Context: an optimization exercise on an open-source flow, tuned for a short achievable clock period and few clock cycles. The choices shown serve that exercise and are no tape-out recipe.
Function was checked by simulation only, so behaviour that the tests miss may differ from the original.
Power figures rest on the tool's default switching activity, not on a simulated workload.

### flow/design.v
`timescale 10 ns / 1 ns
module alu(
    input  [32 - 1:0]  A,
    input  [32 - 1:0]  B,
    input  [              2:0]  ALUop,
    output                      Overflow,
    output                      CarryOut,
    output                      Zero,
    output [32 - 1:0]  Result
);
    wire [32:0] extendedA;
    wire [32:0] extendedB;
    assign extendedA = {1'b0, A};
    assign extendedB = {1'b0, B};
    wire [32 - 1:0] AandB;
    wire [32 - 1:0] AorB;
    wire [32 - 1:0] AxorB;
    wire [32 - 1:0] AnorB;
    wire [32 - 1:0] AsltB;
    wire [32 - 1:0] AsltuB;
    assign AandB = A & B;
    assign AorB = A | B;
    assign AxorB = A ^ B;
    assign AnorB = ~AorB;
    wire [32:0] extendedBForAdder;
    wire [32 - 1:0] adderResult;
    wire Binvert = (ALUop == 3'b110 || ALUop == 3'b111 || ALUop == 3'b011);
    assign extendedBForAdder = Binvert ? ~extendedB : extendedB; 
    assign {CarryOut, adderResult} = extendedA + extendedBForAdder + Binvert;
    assign Overflow = !(extendedA[32 - 1] ^ extendedBForAdder[32 - 1]) && (extendedA[32 - 1] ^ adderResult[32 - 1]);
    wire isDifferentSign;
    assign isDifferentSign = A[32 - 1] ^ B[32 - 1];
    assign AsltB = isDifferentSign ? 
                    {32{A[32 - 1] == 1'b1 && B[32 - 1] == 1'b0}} & 32'b1
                  | {32{A[32 - 1] == 1'b0 && B[32 - 1] == 1'b1}} & 32'b0
                 :  {32{adderResult[32 - 1] == 1'b1}} & 32'b1
                  | {32{adderResult[32 - 1] == 1'b0}} & 32'b0;
    assign AsltuB = (CarryOut == 1'b0) ? 32'b0 : 32'b1;
    wire isAnd, isOr, isAddOrSub, isCmp, isXor, isNor, isSltu;
    assign isAnd = ALUop == 3'b000;
    assign isOr = ALUop == 3'b001;
    assign isAddOrSub = (ALUop == 3'b010) || (ALUop == 3'b110);
    assign isCmp = ALUop == 3'b111;
    assign isXor = ALUop == 3'b100;
    assign isNor = ALUop == 3'b101;
    assign isSltu = ALUop == 3'b011;
    assign Result = {32{isAnd}} & AandB
                  | {32{isOr}} & AorB
                  | {32{isAddOrSub}} & adderResult
                  | {32{isCmp}} & AsltB
                  | {32{isXor}} & AxorB
                  | {32{isNor}} & AnorB
                  | {32{isSltu}} & AsltuB;
    assign Zero = (Result == 32'b0);
endmodule
`timescale 10 ns / 1 ns
module shifter (
    input  [32 - 1:0] A,
    input  [              4:0] B,
    input  [              1:0] Shiftop,
    output [32 - 1:0] Result
);
    wire isLeft = Shiftop == 2'b00;
    wire isLogicRight = Shiftop == 2'b10;
    wire isArithRight = Shiftop == 2'b11;
    wire [31:0] AleftB = A << B;
    wire [31:0] AlogicRightB = A >> B;
    wire [31:0] AarithRightB = ({{31{A[31]}}, 1'b0} << (~B[4:0])) | (A >> B[4:0]);
    assign Result = {32{isLeft}} & AleftB
                  | {32{isLogicRight}} & AlogicRightB
                  | {32{isArithRight}} & AarithRightB;
endmodule
`timescale 10 ns / 1 ns
module reg_file(
    input                       clk,
    input  [5 - 1:0]  waddr,
    input  [5 - 1:0]  raddr1,
    input  [5 - 1:0]  raddr2,
    input                       wen,
    input  [32 - 1:0]  wdata,
    output [32 - 1:0]  rdata1,
    output [32 - 1:0]  rdata2
);
    reg [32 - 1:0] mem[32 - 1:0];
    always @(posedge clk) begin
        if (wen == 1'b1 && waddr != 5'b0) begin
            mem[waddr] <= wdata;
        end
    end
    assign rdata1 = (raddr1 == 5'b0) ? 5'b0 : mem[raddr1];
    assign rdata2 = (raddr2 == 5'b0) ? 5'b0 : mem[raddr2];
endmodule
`timescale 10ns / 1ns
module custom_cpu(
    input         clk,
    input         rst,
    output [31:0] PC,
    output        Inst_Req_Valid,
    input         Inst_Req_Ready,
    input  [31:0] Instruction,
    input         Inst_Valid,
    output        Inst_Ready,
    output [31:0] Address,
    output        MemWrite,
    output [31:0] Write_data,
    output [ 3:0] Write_strb,
    output        MemRead,
    input         Mem_Req_Ready,
    input  [31:0] Read_data,
    input         Read_data_Valid,
    output        Read_data_Ready,
    input         intr,
    output [31:0] cpu_perf_cnt_0,
    output [69:0] inst_retire
);
    reg [31:0] IR;
    reg [8:0] current_state;
    reg [8:0] next_state;
    reg [31:0] rdata1_Reg;
    reg [31:0] rdata2_Reg;
    reg [31:0] calcResult_Reg;
    reg [31:0] nextInstrAddr_Reg;
    reg [31:0] MDR;
    reg [31:0] PC_Reg;
    reg [31:0] cycle_cnt;
    wire [31:0] ALU_Result;
    wire Overflow, CarryOut, Zero;
    wire [31:0] originalAddr;
    wire RF_wen;
    wire [4:0] RF_waddr;
    wire [31:0] RF_wdata;
    localparam INIT          = 9'b000000001,
               INSTR_FETCH   = 9'b000000010,
               INSTR_WAIT	 = 9'b000000100,
               INSTR_DECODE  = 9'b000001000,
               EXECUTE       = 9'b000010000,
               MEM_READ      = 9'b000100000,
               MEM_READ_WAIT = 9'b001000000,
               MEM_WRITE	 = 9'b010000000,
               WRITE_BACK    = 9'b100000000;
    wire isNowINIT          = current_state == INIT;
    wire isNowINSTR_FETCH   = current_state == INSTR_FETCH;
    wire isNowINSTR_WAIT    = current_state == INSTR_WAIT;
    wire isNowINSTR_DECODE  = current_state == INSTR_DECODE;
    wire isNowEXUCUTE       = current_state == EXECUTE;
    wire isNowMEM_READ      = current_state == MEM_READ;
    wire isNowMEM_READ_WAIT = current_state == MEM_READ_WAIT;
    wire isNowMEM_WRITE     = current_state == MEM_WRITE;
    wire isNowWRITE_BACK    = current_state == WRITE_BACK;
    assign inst_retire = {RF_wen, RF_waddr, RF_wdata, PC};
    wire [6:0] opcode = IR[6:0];
    wire [2:0] funct3 = IR[14:12];
    wire [6:0] funct7 = IR[31:25];
    localparam AND  = 3'b000,
               OR   = 3'b001,
               ADD  = 3'b010,
               SLTU = 3'b011,
               XOR  = 3'b100,
               NOR  = 3'b101,
               SUB  = 3'b110,
               SLT  = 3'b111;
    wire isRType = opcode == 7'b0110011;
    wire isRTypeShift = ((funct3 == 3'b001) | (funct3 == 3'b101)) & isRType;
    wire isRTypeCalc = ~isRTypeShift & isRType;
    wire [4:0] rs1 = IR[19:15];
    wire [4:0] rs2 = IR[24:20];
    wire [4:0] rd = IR[11:7];
    wire isADD  = isRTypeCalc & (funct3 == 3'b000) & ~funct7[5];
    wire isSUB  = isRTypeCalc & (funct3 == 3'b000) & funct7[5];
    wire isSLT  = isRTypeCalc & (funct3 == 3'b010);
    wire isSLTU = isRTypeCalc & (funct3 == 3'b011);
    wire isXOR  = isRTypeCalc & (funct3 == 3'b100);
    wire isOR   = isRTypeCalc & (funct3 == 3'b110);
    wire isAND  = isRTypeCalc & (funct3 == 3'b111);	
    wire [2:0] RTypeALUop = {3{isADD}}  & ADD
                          | {3{isSUB}}  & SUB
                          | {3{isSLT}}  & SLT
                          | {3{isSLTU}} & SLTU
                          | {3{isAND}}  & AND
                          | {3{isOR}}   & OR
                          | {3{isXOR}}  & XOR;
    wire isSLL = isRTypeShift & (funct3 == 3'b001);
    wire isSRL = isRTypeShift & (funct3 == 3'b101) & ~funct7[5];
    wire isSRA = isRTypeShift & (funct3 == 3'b101) & funct7[5];
    wire isIType = opcode == 7'b0010011;
    wire isITypeShift = ((funct3 == 3'b001) | (funct3 == 3'b101)) & isIType;
    wire isITypeCalc = ~isITypeShift & isIType;
    wire [11:0] ITypeImm = IR[31:20];
    wire [31:0] ITypeExtImm = {{20{ITypeImm[11]}}, ITypeImm};
    wire [4:0] shamt = IR[24:20];
    wire isADDI  = isITypeCalc & (funct3 == 3'b000);
    wire isSLTI  = isITypeCalc & (funct3 == 3'b010);
    wire isSLTUI = isITypeCalc & (funct3 == 3'b011);
    wire isXORI  = isITypeCalc & (funct3 == 3'b100);
    wire isORI   = isITypeCalc & (funct3 == 3'b110);
    wire isANDI  = isITypeCalc & (funct3 == 3'b111);
    wire [2:0] ITypeCalcALUop = {3{isADDI}} & ADD
                              | {3{isSLTI}} & SLT
                                | {3{isSLTUI}} & SLTU
                                | {3{isANDI}} & AND
                                | {3{isORI}} & OR
                                | {3{isXORI}} & XOR;
    wire isSLLI = isITypeShift & (funct3 == 3'b001);
    wire isSRLI = isITypeShift & (funct3 == 3'b101) & ~funct7[5];
    wire isSRAI = isITypeShift & (funct3 == 3'b101) & funct7[5];
    wire [1:0] byteDecide = originalAddr[1:0];
    wire isITypeLoad = opcode == 7'b0000011;
    wire [2:0] ITypeLoadALUop = ADD;
    wire isLB  = isITypeLoad & (funct3 == 3'b000);
    wire isLH  = isITypeLoad & (funct3 == 3'b001);
    wire isLW  = isITypeLoad & (funct3 == 3'b010);
    wire isLBU = isITypeLoad & (funct3 == 3'b100);
    wire isLHU = isITypeLoad & (funct3 == 3'b101);
    wire [31:0] LBData  = {32{byteDecide == 2'b00}} & {{24{MDR[7]}}, MDR[7:0]}
                        | {32{byteDecide == 2'b01}} & {{24{MDR[15]}}, MDR[15:8]}
                        | {32{byteDecide == 2'b10}} & {{24{MDR[23]}}, MDR[23:16]}
                        | {32{byteDecide == 2'b11}} & {{24{MDR[31]}}, MDR[31:24]};
    wire [31:0] LHData  = byteDecide[1] == 1'b0 ? {{16{MDR[15]}}, MDR[15:0]}
                        : {{16{MDR[31]}}, MDR[31:16]};
    wire [31:0] LBUData = {32{byteDecide == 2'b00}} & {24'b0, MDR[7:0]}
                        | {32{byteDecide == 2'b01}} & {24'b0, MDR[15:8]}
                        | {32{byteDecide == 2'b10}} & {24'b0, MDR[23:16]}
                        | {32{byteDecide == 2'b11}} & {24'b0, MDR[31:24]};
    wire [31:0] LHUData = byteDecide[1] == 1'b0 ? {16'b0, MDR[15:0]}
                        : {16'b0, MDR[31:16]};
    wire [31:0] LWData  = MDR;
    wire [31:0] LoadData = {32{isLB}}  & LBData
                         | {32{isLH}}  & LHData
                         | {32{isLBU}} & LBUData
                         | {32{isLHU}} & LHUData
                         | {32{isLW}}  & LWData;
    wire isSType = opcode == 7'b0100011;
    wire [2:0] STypeALUop = ADD;
    wire isSB = isSType & (funct3 == 3'b000);
    wire isSH = isSType & (funct3 == 3'b001);
    wire isSW = isSType & (funct3 == 3'b010);
    wire [11:0] STypeImm = {IR[31:25], IR[11:7]};
    wire [31:0] STypeExtImm = {{20{STypeImm[11]}}, STypeImm};
    wire [3:0] SB_strb = {4{byteDecide == 2'b00}} & 4'b0001
                       | {4{byteDecide == 2'b01}} & 4'b0010
                       | {4{byteDecide == 2'b10}} & 4'b0100
                       | {4{byteDecide == 2'b11}} & 4'b1000;
    wire [3:0] SH_strb = {4{byteDecide == 2'b00}} & 4'b0011
                       | {4{byteDecide == 2'b10}} & 4'b1100;
    wire [3:0] SW_strb = 4'b1111;
    wire [31:0] SBData = {32{byteDecide == 2'b00}} & {24'b0, rdata2_Reg[7:0]}
                       | {32{byteDecide == 2'b01}} & {16'b0, rdata2_Reg[7:0], 8'b0}
                       | {32{byteDecide == 2'b10}} & {8'b0, rdata2_Reg[7:0], 16'b0}
                       | {32{byteDecide == 2'b11}} & {rdata2_Reg[7:0], 24'b0};
    wire [31:0] SHData = {32{byteDecide == 2'b00}} & {16'b0, rdata2_Reg[15:0]}
                       | {32{byteDecide == 2'b10}} & {rdata2_Reg[15:0], 16'b0};
    wire [31:0] SWData = rdata2_Reg;
    wire isBType = opcode == 7'b1100011;
    wire isBEQ  = isBType & (funct3 == 3'b000);
    wire isBNE  = isBType & (funct3 == 3'b001);
    wire isBLT  = isBType & (funct3 == 3'b100);
    wire isBGE  = isBType & (funct3 == 3'b101);
    wire isBLTU = isBType & (funct3 == 3'b110);
    wire isBGEU = isBType & (funct3 == 3'b111);
    wire [12:0] BTypeImm = {IR[31], IR[7], IR[30:25], IR[11:8], 1'b0};
    wire [31:0] BTypeExtImm = {{19{BTypeImm[12]}}, BTypeImm};
    wire [2:0] BTypeALUop = {3{isBEQ  | isBNE }} & SUB
                          | {3{isBLT  | isBGE }} & SLT
                          | {3{isBLTU | isBGEU}} & SLTU;
    wire willBranch = (Zero & isBEQ) | (~Zero & isBNE)
                    | (ALU_Result == 32'b1 & (isBLT | isBLTU))
                    | (ALU_Result == 32'b0 & (isBGE | isBGEU));
    wire isLUI   = opcode == 7'b0110111;
    wire isAUIPC = opcode == 7'b0010111;
    wire isUType = isLUI | isAUIPC;
    wire [2:0] AUIPC_ALUop = ADD;
    wire [31:0] UTypeImm = {IR[31:12], 12'b0};
    wire isJAL  = opcode == 7'b1101111;
    wire isJALR = opcode == 7'b1100111;
    wire isJType = isJAL | isJALR;
    wire [2:0] JTypeALUop = ADD;
    wire [20:0] JALImm = {IR[31], IR[19:12], IR[20], IR[30:21], 1'b0};
    wire [31:0] JALExtImm = {{12{JALImm[19]}}, JALImm}; 
    wire [31:0] JALRExtImm = ITypeExtImm;
    wire backToINSTR_FETCH = (isNowEXUCUTE & isBType)
                           | (isNowMEM_WRITE & Mem_Req_Ready)
                           | isNowWRITE_BACK;
    wire [4:0]		RF_raddr1;
    wire [4:0]		RF_raddr2;
    wire [31:0]		RF_rdata1;
    wire [31:0]		RF_rdata2;
    assign RF_raddr1 = rs1;
    assign RF_raddr2 = rs2;
    assign RF_wen   = isNowWRITE_BACK;
    assign RF_waddr = rd;
    assign RF_wdata = {32{isRType | isIType | isAUIPC}} & calcResult_Reg
                    | {32{isJType}} & nextInstrAddr_Reg
                    | {32{isLUI}} & UTypeImm
                    | {32{isITypeLoad}} & LoadData;
    reg_file cpu_reg_file(
        .clk(clk),
        .waddr(RF_waddr),
        .raddr1(RF_raddr1),
        .raddr2(RF_raddr2),
        .wen(RF_wen),
        .wdata(RF_wdata),
        .rdata1(RF_rdata1),
        .rdata2(RF_rdata2)
    );
    reg Zero_Reg;
    wire [31:0] ALU_A;
    wire [31:0] ALU_B;
    wire [2:0] LogicALUop;
    wire [2:0] ALUop;
    assign ALU_A = {32{isNowINIT | isNowINSTR_FETCH | isNowINSTR_WAIT | isNowINSTR_DECODE}} & PC_Reg
                  | {32{isNowEXUCUTE}} & rdata1_Reg;
    assign ALU_B = {32{isNowINIT | isNowINSTR_FETCH | isNowINSTR_WAIT}} & 32'h4
                 | {32{isNowINSTR_DECODE & isBType}} & BTypeExtImm
                 | {32{isNowINSTR_DECODE & isJAL}} & JALExtImm
                 | {32{isNowINSTR_DECODE & isAUIPC}} & UTypeImm
                 | {32{isNowEXUCUTE & (isRTypeCalc | isBType)}} & rdata2_Reg
                 | {32{isNowEXUCUTE & (isITypeCalc | isITypeLoad)}} & ITypeExtImm
                 | {32{isNowEXUCUTE & isJALR}} & JALRExtImm
                 | {32{isNowEXUCUTE & isSType}} & STypeExtImm;
    assign LogicALUop = {3{isRTypeCalc}} & RTypeALUop
                      | {3{isITypeCalc}} & ITypeCalcALUop
                      | {3{isITypeLoad}} & ITypeLoadALUop
                      | {3{isSType}} & STypeALUop
                      | {3{isBType}} & BTypeALUop
                      | {3{isJType}} & JTypeALUop
                      | {3{isAUIPC}} & AUIPC_ALUop;
    assign ALUop = {3{isNowINIT | isNowINSTR_FETCH | isNowINSTR_WAIT | isNowINSTR_DECODE}} & ADD
                 | {3{isNowEXUCUTE}} & LogicALUop;
    alu cpu_alu(
        .A(ALU_A),
        .B(ALU_B),
        .ALUop(ALUop),
        .Overflow(Overflow),
        .CarryOut(CarryOut),
        .Zero(Zero),
        .Result(ALU_Result)
    );
    wire [31:0] shifterA = rdata1_Reg;
    wire [4:0]  shifterB = {5{isRTypeShift}} & rdata2_Reg[4:0]
                         | {5{isITypeShift}} & shamt;
    wire [1:0] Shiftop = {2{isSLL | isSLLI}} & 2'b00
                         | {2{isSRL | isSRLI}} & 2'b10
                         | {2{isSRA | isSRAI}} & 2'b11;
    wire [31:0] ShiftResult;
    shifter cpu_shifter(
        .A(shifterA),
        .B(shifterB),
        .Shiftop(Shiftop),
        .Result(ShiftResult)
    );
    assign originalAddr = calcResult_Reg;
    assign Address = {originalAddr[31:1], 1'b0};
    assign MemRead = isITypeLoad & isNowMEM_READ;
    assign MemWrite = isSType & isNowMEM_WRITE;
    assign Write_strb = {4{isSB}} & SB_strb
                      | {4{isSH}} & SH_strb
                      | {4{isSW}} & SW_strb;
    assign Write_data = {32{isSB}} & SBData
                      | {32{isSH}} & SHData
                      | {32{isSW}} & SWData;
    assign PC = PC_Reg;
    wire [31:0] nextPCAddr = {32{isNowEXUCUTE & (willBranch | isJAL)}} & calcResult_Reg
                           | {32{isNowEXUCUTE & isJALR}} & ALU_Result
                           | {32{isNowEXUCUTE & ~willBranch & ~isJType}} & nextInstrAddr_Reg;
    always @(posedge clk) begin
        if (rst) current_state <= INIT;
        else current_state <= next_state;
    end
    always @(*) begin
        case(current_state)
            INIT: next_state = INSTR_FETCH;
            INSTR_FETCH: begin
                if (Inst_Req_Ready) next_state = INSTR_WAIT;
                else next_state = INSTR_FETCH;
            end
            INSTR_WAIT: begin
                if (Inst_Valid) next_state = INSTR_DECODE;
                else next_state = INSTR_WAIT;
            end
            INSTR_DECODE: next_state = EXECUTE;
            EXECUTE: begin
                if (isBType) next_state = INSTR_FETCH;
                else if (isRType | isITypeCalc | isITypeShift | isUType | isJType) begin
                    next_state = WRITE_BACK;
                end
                else if (isITypeLoad) next_state = MEM_READ;
                else if (isSType) next_state = MEM_WRITE;
                else next_state = EXECUTE;
            end
            MEM_READ: begin
                if (Mem_Req_Ready) next_state = MEM_READ_WAIT;
                else next_state = MEM_READ;
            end
            MEM_READ_WAIT: begin
                if (Read_data_Valid) next_state = WRITE_BACK;
                else next_state = MEM_READ_WAIT;
            end
            MEM_WRITE: begin
                if (Mem_Req_Ready) next_state = INSTR_FETCH;
                else next_state = MEM_WRITE;
            end
            WRITE_BACK: next_state = INSTR_FETCH;
            default: next_state = INIT;
        endcase
    end
    always @(posedge clk) begin
        if (rst) IR <= 32'b0;
        else if (isNowINSTR_WAIT & Inst_Valid) begin
            IR <= Instruction;
        end
    end
    always @(posedge clk) begin
        if (rst) PC_Reg <= 32'b0;
        else if (isNowEXUCUTE) PC_Reg <= nextPCAddr;
    end
    always @(posedge clk) begin
        if (isNowINIT | isNowINSTR_FETCH | isNowINSTR_WAIT | isNowINSTR_DECODE
            | (isNowEXUCUTE & ~isRTypeShift & ~isITypeShift & ~isAUIPC)) begin
                calcResult_Reg <= ALU_Result;
                Zero_Reg <= Zero;
            end
        else if (isNowEXUCUTE & (isRTypeShift | isITypeShift)) begin
            calcResult_Reg <= ShiftResult;
            Zero_Reg <= Zero;
        end
    end
    always @(posedge clk) begin
        if (isNowINIT | isNowINSTR_FETCH | isNowINSTR_WAIT) begin
            nextInstrAddr_Reg <= ALU_Result;			
        end
    end
    always @(posedge clk) begin
        if (isNowINSTR_DECODE) begin
            rdata1_Reg <= RF_rdata1;
            rdata2_Reg <= RF_rdata2;
        end
    end
    always @(posedge clk) begin
        if (isNowMEM_READ_WAIT & Read_data_Valid) MDR <= Read_data;
    end
    reg Inst_Req_Valid_Reg;
    reg Inst_Ready_Reg;
    reg Read_data_Ready_Reg;
    assign Inst_Req_Valid = Inst_Req_Valid_Reg;
    assign Inst_Ready = Inst_Ready_Reg;
    assign Read_data_Ready = Read_data_Ready_Reg;
    always @(posedge clk) begin
        if (rst) Inst_Req_Valid_Reg <= 1'b0;
        else if (isNowINIT | backToINSTR_FETCH | (isNowINSTR_FETCH & ~Inst_Req_Ready)) begin
            Inst_Req_Valid_Reg <= 1'b1;
        end
        else Inst_Req_Valid_Reg <= 1'b0;
    end
    always @(posedge clk) begin
        if (rst) Inst_Ready_Reg <= 1'b1;
        else if ((isNowINSTR_FETCH & Inst_Req_Ready) | (isNowINSTR_WAIT & ~Inst_Valid)) begin
            Inst_Ready_Reg <= 1'b1;
        end
        else Inst_Ready_Reg <= 1'b0;
    end
    always @(posedge clk) begin
        if (rst) Read_data_Ready_Reg <= 1'b1;
        else if ((isNowMEM_READ & Mem_Req_Ready) | (isNowMEM_READ_WAIT & ~Read_data_Valid)) begin
            Read_data_Ready_Reg <= 1'b1;
        end
        else Read_data_Ready_Reg <= 1'b0;
    end
    assign cpu_perf_cnt_0 = cycle_cnt;
    always @(posedge clk) begin
        if (rst == 1'b1) cycle_cnt <= 32'b0;
        else cycle_cnt <= cycle_cnt + 32'b1;
    end
endmodule
### flow/run.sh
#!/bin/bash
# synth_recipe.tcl (not shown) runs the flow's synth.tcl, then flattens the netlist and writes it again
# the make line also repeats each setting of config.mk as NAME=value (left out here)
make -C /OpenROAD-flow-scripts/flow DESIGN_CONFIG=/design/flow/config.mk WORK_HOME=/design/flow/orfs CLKGATE_MAP_FILE= SYNTH_SCRIPT=/design/flow/synth_recipe.tcl finish
### flow/config.mk
export PLATFORM = sky130hd
export DESIGN_NAME = custom_cpu
export DESIGN_NICKNAME = custom_cpu
export VERILOG_FILES = /design/flow/design.v
export SDC_FILE = /design/flow/constraint.sdc
export NUM_CORES = 4
export LEC_CHECK = 0
export CAP_MARGIN = 20
export CORE_MARGIN = 2
export CORE_UTILIZATION = 40
export SLEW_MARGIN = 20
### flow/constraint.sdc
create_clock -name core_clock -period 10.0 [get_ports {clk}]
set_input_delay 2.0000 -clock core_clock [delete_from_list [all_inputs] [get_ports {clk}]]
set_output_delay 2.0000 -clock core_clock [all_outputs]
set_load 0.01 [all_outputs]
==> flow_metrics.py <==
metrics = {
    "status": {
        "status": "timing/DRC/antenna clean",
    },
    "global_routing": {
        "busiest_layer": "met2",
        "antenna_found_initial": 11,
        "grt_max_degree": 101,
        "grt.total_usage_pct": 29.0,
        "grtUsageMet3_pct": 5.93,
        "grt_pass1_wl_um": 356000,
        "grt.met1_usage_pct": 37.7,
        "grt_use_met2_pct": 46.0,
        "first_global_vias": 46200,
        "gr-total-overflow": 0,
    },
    "setup_path": {
        "worstSetupEndpoint": "PC_Reg[21]",
        "crit_fanout": 20,
        "critical_path.startpoint": "current_state[2]",
        "ff2ff_path_depth": 22,
        "cp.arrival_ps": 9750,
        "end_kind": "flop",
        "critical_path_class": "flop to flop",
        "reg2reg_to": "PC_Reg[21]",
        "rrSetupSlack_ps": 910,
        "r2r-start": "current_state[2]",
        "critPathLaunchType": "flop",
        "crit_required_ps": 10660,
    },
    "pwr": {
        "leakagePower_uw": 0.0233,
        "ir_drop_mv": 0.180,
        "p_total_uw": 12500,
        "powerDensity_nw_per_um2": 160,
    },
    "sta": {
        "min_period_ps": 9090,
        "tightest_slew_ps": 1220,
        "min_period_over_period_pct": 90.9,
        "timing.final.ws_setup_ps": 906,
        "skew_ps": 64.0,
        "grt_setup_unrepaired": "false",
        "holdWs_ps": 482,
        "relSlewSlack_pct": 19.0,
        "clock.fmax_mhz": 110,
        "finalSetupTns_ps": 0,
        "hold_viol": 0,
        "slew_violations": 0,
        "setup_viol": 0,
    },
    "floorplanning": {
        "placementRows": 151,
        "dieArea_um2": 174000,
        "die_w_um": 417,
        "start_util_pct": 40.3,
        "ios": 278,
        "die_y_um": 417,
        "core_um2": 169000,
    },
    "yosys": {
        "syn_area_per_cell_um2": 13.8,
        "synth_top_area_cell": "edfxtp_1",
        "ys_top_cells_by_area": "edfxtp_1 (52%), mux4_2 (16%), mux2i_1 (3.2%), dfxtp_1 (3.2%), nor2_1 (2.2%)",
        "synth.cell_area_um2": 68200,
        "yosys-top-cells-count": "edfxtp_1 (1184), mux4_2 (491), nor2_1 (404)",
        "synth_seq_cells": 1292,
        "seq_area_frac_synth_pct": 55.3,
        "synth.top_cell.area_share_pct": 52.2,
        "synth_warnings": 2,
        "synth-xor-area-share_pct": 1.03,
        "ys_types": 92,
        "synthMuxAreaShare_pct": 20.9,
        "synth_edf_count": 1184,
        "synthArstFlopShare_pct": 0,
        "synthSimpleGateAreaFrac_pct": 7.39,
        "synthAdderAreaFrac_pct": 1.81,
        "yosys_most_used_dff": "edfxtp_1",
        "synth_compound_area_share_pct": 10.3,
        "yosysMostFrequentCell": "edfxtp_1",
        "synth_top_family_by_area": "multiplexers",
        "syn_inst": 4926,
    },
    "clocking": {
        "htree_levels": 4,
        "cts-root-buf": "clkbuf_16",
        "hold_buffers": 0,
        "cts_sinks": 1292,
        "cts_tree": "yes",
        "clk_pin_slew_ps": 60,
        "cts_resized": 0,
        "cts_buffer_depth": 3,
        "numCtsBuffers": 139,
        "insertion_delay_ps": 800,
        "cts_setup_buffers": 0,
    },
    "drt": {
        "drt_iter0_markers": 6185,
        "first_pass_iters": 8,
        "via_per_inst": 6.43,
        "num_vias": 47800,
        "drc": 0,
        "wl_um": 256000,
        "final_antenna_net_count": 0,
        "wire_per_inst_um": 34.5,
    },
    "placed_design": {
        "hpwl_um": 170000,
        "place_ws_ps": 1140,
        "io_buffers": 275,
        "place.gp.congestion": 0.957,
    },
    "layout": {
        "finalNetCount": 5267,
        "fillCellCount": 15000,
        "final_core_util_pct": 46.1,
        "layout-drive-gt1-share_pct": 20.1,
        "area_growth_pct": 14.5,
    },
    "min_path": {
        "hold_class": "flop to flop",
    },
    "flow_run": {
        "maxCapViolations": 0,
    },
}
-- routing by layer --
metal,vias up,part of all wire [%]
met5,-,0.018
met4,8,6.1
met3,536,9.4
met2,2692,47
met1,24600,38
li1,19900,-
-- power by group --
group	total, µW	leakage [µW]	switching [µW]	internal (µW)
sequential	6280	0.0111	258	6020
clock	4960	0.00209	2200	2760
combinational	1210	0.0102	824	387
-- flip-flops by register name, indices dropped and copies added (netlist names) --
register,count
cycle_cnt,32
PC_Reg,32
current_state,9
Inst_Req_Valid_Reg,1
calcResult_Reg,32
rdata1_Reg,32
Read_data_Ready_Reg,1
rdata2_Reg,32
nextInstrAddr_Reg,32
cpu_reg_file.mem,1024
Inst_Ready_Reg,1
IR,32
MDR,32
-- metrics by stage --
stage	instance area [µm²]	instances
global placement	73600	7169
global route	78000	7423
detailed placement	73600	7170
floorplan	68300	4958
CTS	78000	7418
finish	78000	7428
-- critical path, cell delays in order (launching register included) --
cell and delay [ps]:
dfxtp_1 400, or4_4 640, or3_1 400, nor3_2 670
buf_4 370, a221oi_1 260, xnor2_1 210, ha_1 440
and4_1 340, or4b_1 600, nor4b_1 770, a221oi_1 210
a211oi_1 550, mux2i_1 240, o211ai_1 190, nand3b_1 230
nor4_1 310, nand4b_1 320, a2111oi_4 550, a2bb2oi_4 490
buf_4 400, nand2_1 100, a211oi_1 220
-- worst min path at each step --
stage | startpoint | to | slack (ps) | cells after the start
after global routing | cycle_cnt[0] | cycle_cnt[0] | 520 | 1
after detailed placement | cycle_cnt[0] | cycle_cnt[0] | 470 | 1
after global placement | cycle_cnt[0] | cycle_cnt[0] | 440 | 1
after floorplan | IR[25] | IR[25] | 460 | 2
after CTS | cycle_cnt[0] | cycle_cnt[0] | 490 | 1
final | cycle_cnt[0] | cycle_cnt[0] | 480 | 1
-- cells by family after synthesis --
kind of cell | Yosys count
flops | 1292
simple gates | 1096
compound gates | 1026
mux | 796
buf+inv | 537
fa+ha+maj | 98
xor+xnor | 80
other cells | 1
-- placed cells by master, fill, tap and decap left out, types with 19 or more instances in the layout --
cell,instances
nor3_1,62
mux2_2,88
and2_1,20
o221ai_1,47
nand3_1,52
nor2_4,32
nand4_1,23
mux4_2,491
xnor2_1,47
a222oi_1,19
ha_1,97
o21ai_0,196
nand2b_1,49
nor2_1,370
buf_4,147
clkdlybuf4s50_1,274
or3_1,23
a22o_1,85
clkinv_1,24
dfxtp_1,98
o22ai_1,81
clkbuf_16,140
a221oi_1,89
o211ai_1,25
edfxtp_1,1184
conb_1,33
a31oi_1,19
mux2i_1,217
a21oi_1,251
inv_1,101
a211oi_1,50
clkbuf_1,41
xor2_1,33
nand2_1,338
-- cell type report --
cell class / count / area [µm²] / area share [%]
diodes: 5 / 12.5 / 0.0160
inverters: 102 / 383 / 0.491
multi-input cells: 3129 / 28700 / 36.8
clock buffers: 185 / 3690 / 4.73
flip-flops and latches: 1292 / 37800 / 48.4
well taps: 2218 / 2780 / 3.56
repair buffers: 434 / 4050 / 5.19
clock inverters: 63 / 636 / 0.815
Testbench counts, summed over its fixed seeds: cycles 162,516.

re-timing with driven ports:
Ports are ideal in the flow. The routed layout listed here was re-timed in OpenROAD. Step 1 sets driving cells, clkbuf_16 on the clock port and buf_2 on the other inputs (assumed; they add their load-dependent delay and slew). Step 2 adds t to the input delays and takes it off the output delays; t is the mean of the earliest and latest rising clock arrival at the registers after step 1. Input paths then give back, and output paths get back, about the clock's delay inside the block. Slacks: ideal ports / drivers / drivers and shift; pairs: ideal ports / drivers.
t (ns): 0.845
setup WS [ns]: 0.906 / 0.906 / 0.906
slew at the worst register clock pin (ns): 0.07 / 0.07
worst data-port slew with drivers (ns): 0.12
cell pins on the clock port's net: 1
After both steps setup and hold are still met in this run. The setup slack of this run moves by 0.000 ns with the drivers and by 0.000 ns with both steps.
